From an optimization exercise on the open Yosys and OpenROAD flow, aimed at small area; shortcuts taken in it are not production practice.
In this exercise RTL edits were held to simulation tests only and were not proved equivalent to the original.
No activity file was given, so power comes from the tool's default toggle rates.

== job 1097 ==
==> flow/design.v (excerpt) <==
module sha2in(
  input clk,rst_b,lst_pkt,
  input [63:0] pkt,
  output [511:0] blk,
  output blk_val,msg_end
);
Size: ~12000 µm² of cells after synthesis.
export LEC_CHECK = 0
export CAP_MARGIN = 20
export CORE_MARGIN = 2
export CORE_UTILIZATION = 40
export SLEW_MARGIN = 20
create_clock -name core_clock -period 4.0 [get_ports {clk}]
run.sh (not shown) runs the stock make flow with config.mk's settings and CLKGATE_MAP_FILE= SYNTH_SCRIPT=/design/flow/synth_recipe.tcl, a recipe that flattens the netlist after the stock synthesis.
Job 1097: done, clean on timing, DRC and antenna
[inputs] job 1801 vs job 1097
==> flow/flow/run.sh (new file) <==
#!/bin/bash
# Standard layout, with the port buffers made from the smallest buffer cell
# (buf_1) and the clock tree built without dummy loads.
set -euo pipefail
export BUFFER_PORTS_ARGS="-buffer_cell sky130_fd_sc_hd__buf_1"
export CTS_ARGS="-sink_clustering_enable -repair_clock_nets -dont_use_dummy_load -buf_list sky130_fd_sc_hd__clkbuf_8 -sink_clustering_size 20 -sink_clustering_max_diameter 50"
bash standard.sh > standard.log 2>&1
==> flow/standard.sh (new file) <==
#!/bin/bash
# synth_recipe.tcl (not shown) runs the flow's synth.tcl, then flattens the netlist and writes it again
# the make line also repeats each setting of config.mk as NAME=value (left out here)
make -C /OpenROAD-flow-scripts/flow DESIGN_CONFIG=/design/flow/config.mk WORK_HOME=/design/flow/orfs CLKGATE_MAP_FILE= SYNTH_SCRIPT=/design/flow/synth_recipe.tcl "${@:-finish}"
removed: flow/run.sh
[summary]
- Total length of routed wires (job 1801 over job 1097): decrease, 15%
- In summary, job 1801 completed successfully, with a layout that passed the timing, DRC and antenna checks.
- Re maximum buffer depth of the clock tree: no difference whatsoever between job 1097 and job 1801.
- Job 1801 improves on job 1097 in worst setup slack.
- Job 1097 has a lower worst slack on hold paths than job 1801.


== run 1 ==
The RTL this note starts from:
==> flow/design.v <==
module sha2in(
  input clk,rst_b,lst_pkt,
  input [63:0] pkt,
  output [511:0] blk,
  output blk_val,msg_end
);
  reg d, z;
  reg [2:0] idx;       
  reg [15:0] n;        
  reg bv;
  reg [511:0] sr;
  wire last = &idx;
  wire mgln = ~d & z & last;
  wire [63:0] w = d ? pkt : {~z, 41'b0, mgln ? n : 16'b0, 6'b0};
  always @(posedge clk)
    sr <= {sr[447:0], w};
  assign blk = sr;
  always @(posedge clk or negedge rst_b)
    if (!rst_b) begin
      d <= 1'b1;
      z <= 1'b0;
      idx <= 3'd0;
      n <= 16'd0;
      bv <= 1'b0;
    end else begin
      idx <= idx + 3'd1;
      n <= n + {15'd0, d};
      bv <= last & ~(d & z);
      d <= d ? (z | ~lst_pkt) : (z & last);
      z <= z | ~d;
    end
  assign blk_val = bv;
  assign msg_end = bv & d & z;
endmodule
Settings: LEC_CHECK=0, CAP_MARGIN=20, CORE_MARGIN=2, CORE_UTILIZATION=40, SLEW_MARGIN=20; clock period 4.0 ns.
standard.sh (not shown) runs the stock make flow with config.mk's settings and CLKGATE_MAP_FILE= SYNTH_SCRIPT=/design/flow/synth_recipe.tcl, a recipe that flattens the netlist after the stock synthesis.
==> flow/flow/run.sh <==
#!/bin/bash
# Standard layout, with the port buffers made from the smallest buffer cell
# (buf_1) and the clock tree built without dummy loads.
set -euo pipefail
export BUFFER_PORTS_ARGS="-buffer_cell sky130_fd_sc_hd__buf_1"
export CTS_ARGS="-sink_clustering_enable -repair_clock_nets -dont_use_dummy_load -buf_list {sky130_fd_sc_hd__clkbuf_4 sky130_fd_sc_hd__clkbuf_8 sky130_fd_sc_hd__clkbuf_16}"
bash standard.sh > standard.log 2>&1
Run 1: full flow OK, the timing, DRC and antenna checks passed
--- input diff run 1..run 2 ---
- an added PLACE_DENSITY of 0.9
-- flow/flow/run.sh --
<<< run 1, line 6
export CTS_ARGS="-sink_clustering_enable -repair_clock_nets -dont_use_dummy_load -buf_list {sky130_fd_sc_hd__clkbuf_4 sky130_fd_sc_hd__clkbuf_8 sky130_fd_sc_hd__clkbuf_16}"
>>> run 2, line 6
export CTS_ARGS="-sink_clustering_enable -repair_clock_nets -dont_use_dummy_load -buf_list sky130_fd_sc_hd__clkbuf_8 -sink_clustering_size 24 -sink_clustering_max_diameter 40"
Results
met3 layer usage reported by global route ends up higher on run 1.
Final setup TNS came out exactly the same in run 1 and run 2.
When run 2 is measured against run 1, its sequential cell area share turns out 2.7 points higher.
Edits applied to the flow inputs when going from run 2 to run 3:
- PLACE_DENSITY: 0.9 -> unset
-- flow/flow/run.sh --
<<< run 2, line 6
export CTS_ARGS="-sink_clustering_enable -repair_clock_nets -dont_use_dummy_load -buf_list sky130_fd_sc_hd__clkbuf_8 -sink_clustering_size 24 -sink_clustering_max_diameter 40"
>>> run 3, line 6
export CTS_ARGS="-sink_clustering_enable -dont_use_dummy_load -buf_list sky130_fd_sc_hd__clkbuf_4 -sink_clustering_size 12 -sink_clustering_max_diameter 40"
==> run notes <==
Run 3 finished all stages; the layout is clean.
Run 3 against run 2: detailed-route wire length per cell neither gained nor lost much, final estimated routing congestion in global placement now sits lower, count of fill cells added during filler insertion higher, clock skew climbed 0.018 ns, count of clock-buffer cells in the layout higher.
After detailed routing, run 2 needs less wire than run 3.
| final worst setup slack | run 3 vs run 2 | better |
Looking at final core area utilization, run 3 sits 0.77 points lower than run 2 does.
On number of search-and-repair iterations in the first detailed-routing pass, the lower figure sits with run 3, not run 2.
The total power of run 3 falls short of that of run 2 by 5.2%.
### run 3 -> run 4
-- flow/flow/run.sh --
<<< run 3, line 6
export CTS_ARGS="-sink_clustering_enable -dont_use_dummy_load -buf_list sky130_fd_sc_hd__clkbuf_4 -sink_clustering_size 12 -sink_clustering_max_diameter 40"
>>> run 4, line 6
export CTS_ARGS="-sink_clustering_enable -repair_clock_nets -dont_use_dummy_load -buf_list sky130_fd_sc_hd__clkbuf_2 -sink_clustering_size 6 -sink_clustering_max_diameter 25"
[summary]
Run 4 against run 3; cell count is up by a few percent. Run 3 → run 4: fraction of power consumed by combinational cells now sits at about the same level, fmax now sits lower, leakage power figure now sits higher, core utilization now sits higher, clock share of power now sits higher. Summary of run 4 over run 3: proportion of cell area spent on the clock network went up by 0.98 points; routed wire length moved up.


## job 1415
RTL: the design.v shown in full above, as it stands there.
clock: 4.0 ns
lec_check: 0
cap_margin: 20
core_margin: 2
core_utilization: 40
cts_buf_list: sky130_fd_sc_hd__clkbuf_4
cts_cluster_diameter: 30
cts_cluster_size: 10
slew_margin: 20
run.sh (not shown) runs the stock make flow with config.mk's settings and CLKGATE_MAP_FILE= SYNTH_SCRIPT=/design/flow/synth_recipe.tcl, a recipe that flattens the netlist after the stock synthesis.
Stock flow here: none of the scripts above is used.
The inputs of job 5419 differ from those of job 1415 as listed below.
- CTS_CLUSTER_DIAMETER no longer set, was 30
- CTS_BUF_LIST no longer set, was sky130_fd_sc_hd__clkbuf_4
- CTS_CLUSTER_SIZE no longer set, was 10
==> flow/flow/run.sh (new file) <==
#!/bin/bash
# Standard layout, with the port buffers made from the smallest buffer cell
# (buf_1) and the clock tree built without dummy loads.
set -euo pipefail
export BUFFER_PORTS_ARGS="-buffer_cell sky130_fd_sc_hd__buf_1"
export CTS_ARGS="-sink_clustering_enable -repair_clock_nets -dont_use_dummy_load -buf_list sky130_fd_sc_hd__clkbuf_4 -sink_clustering_size 10 -sink_clustering_max_diameter 30"
bash standard.sh > standard.log 2>&1
==> flow/standard.sh (new file) <==
#!/bin/bash
# synth_recipe.tcl (not shown) runs the flow's synth.tcl, then flattens the netlist and writes it again
# the make line also repeats each setting of config.mk as NAME=value (left out here)
make -C /OpenROAD-flow-scripts/flow DESIGN_CONFIG=/design/flow/config.mk WORK_HOME=/design/flow/orfs CLKGATE_MAP_FILE= SYNTH_SCRIPT=/design/flow/synth_recipe.tcl "${@:-finish}"
removed: flow/run.sh
Looking at via count across job 5419 and job 1415, the one that comes out higher is job 1415.
Job 5419 against job 1415; switching power is down by more than 10%.
[job 5419 vs job 1415] post-route non-filler standard cell count: lower in job 5419
Job 5419 ended with less final non-filler cell area than job 1415.
Job 5419 ends up with a proportion of cell area occupied by multi-input gates that is 1.2 points higher than in job 1415.
Job 5419 gives less power than job 1415 did.
Clock power is lower on job 5419
[compare] base=job 1415 new=job 5419: layout clock buffer count shows a reduction of 4.3%; final routed wirelength across all metal layers shows a reduction of 4900 um.
Delta (job 5419 minus job 1415): post-route fraction of the period consumed by the critical path now sits higher; detailed route wirelength on metal2 now sits lower.
Edits applied to the flow inputs when going from job 5419 to job 2565:
- PLACE_DENSITY newly set to 0.9
==> flow/flow/run.sh <==
#!/bin/bash
# Standard layout, with the port buffers made from the smallest buffer cell
# (buf_1) and the clock tree built without dummy loads.
set -euo pipefail
export BUFFER_PORTS_ARGS="-buffer_cell sky130_fd_sc_hd__buf_1"
export CTS_ARGS="-sink_clustering_enable -repair_clock_nets -dont_use_dummy_load -buf_list sky130_fd_sc_hd__clkbuf_4 -sink_clustering_size 12 -sink_clustering_max_diameter 40"
bash standard.sh > standard.log 2>&1
[summary]
- Going from job 5419 to job 2565, the power was found to have gone down by about 4.7%.
- Job 2565 vs job 5419, sequential share of power went up by 3.6 points.
- Final core utilization: job 2565 vs job 5419 down 0.82 points
- The sequential share of cell area of job 2565 exceeds that of job 5419 by 1.2 points.
- Looking at job 2565 and job 5419, the routed length per instance is a wash.
Changes in job 3214 relative to job 2565:
- removing PLACE_DENSITY (formerly 0.9)
==> comparison <==
Final setup skew: job 3214 vs job 2565 up 0.021 ns
Job 3214 vs job 2565, highest clock rate went up by 7.4%.
On worst setup slack: between job 2565 and job 3214, it ends up lower for job 2565.
--- input diff job 3214..job 3860 ---
==> flow/flow/run.sh <==
#!/bin/bash
# Standard layout, with the port buffers made from the smallest buffer cell
# (buf_1) and the clock tree built without dummy loads.
set -euo pipefail
export BUFFER_PORTS_ARGS="-buffer_cell sky130_fd_sc_hd__buf_1"
export CTS_ARGS="-sink_clustering_enable -repair_clock_nets -dont_use_dummy_load -buf_list sky130_fd_sc_hd__clkbuf_4 -sink_clustering_size 12 -sink_clustering_max_diameter 55"
bash standard.sh > standard.log 2>&1
Notes after the runs:
Final cell count without fillers delta (job 3214 -> job 3860): insignificant
Between job 3214 and job 3860, the shortest period the worst path allows figures differ only marginally.
Job 3214 → job 3860: distinct cell type count after synthesis neither gained nor lost much, clock network power share lost 0.2 points, post-route cell area neither gained nor lost much.
In the reports for job 3860 and job 3214, the smaller internal portion of total power belongs to job 3860.
| adder and majority cell fraction of the synthesized area | job 3214 vs job 3860 | ≈ equal |
As far as total global routing track utilization is concerned, job 3860 and job 3214 perform about the same.

[port drivers added, routing unchanged]
No port has a modelled driver above. Below, the same layouts with a new extraction and two added sets of constraints. Step 1, drivers: a clkbuf_16 drives clk and a buf_2 each remaining input, both assumed. Step 2 times the ports against the registers' clock, not the clock port: input delays grow and output delays shrink by t, the midpoint of the rising clock arrivals with the driver on. Slacks: no drivers / after step 1 / after step 2; pairs: no drivers / after step 1.
run	t (ns)	setup WS [ns]	worst hold slack (ns)	worst setup path at the end	worst slew at a driven data input, ns
job 1097	0.597	1.335 / 1.287 / 1.801	0.218 / 0.208 / 0.342	register to register	0.10
job 1801	0.570	1.717 / 1.674 / 2.004	0.227 / 0.205 / 0.299	register to register	0.07
run 1	0.572	1.429 / 1.375 / 1.947	0.237 / 0.222 / 0.334	register to output	0.12
run 2	0.583	1.236 / 1.195 / 1.778	0.191 / 0.185 / 0.281	register to output	0.10
run 3	0.705	1.290 / 1.240 / 1.945	0.046 / 0.029 / 0.302	register to output	0.11
run 4	0.861	1.008 / 0.962 / 1.823	0.130 / 0.114 / 0.162	register to output	0.11
job 1415	0.732	1.294 / 1.249 / 1.784	0.093 / 0.077 / 0.307	register to register	0.13
job 5419	0.699	1.266 / 1.216 / 1.914	0.078 / 0.062 / 0.267	register to output	0.13
job 2565	0.698	1.089 / 1.050 / 1.748	0.067 / 0.064 / 0.283	register to output	0.10
job 3214	0.705	1.290 / 1.240 / 1.945	0.046 / 0.029 / 0.302	register to output	0.11
job 3860	0.713	1.293 / 1.243 / 1.956	0.294 / 0.275 / 0.294	register to output	0.12
After both steps every run listed still meets setup and hold.
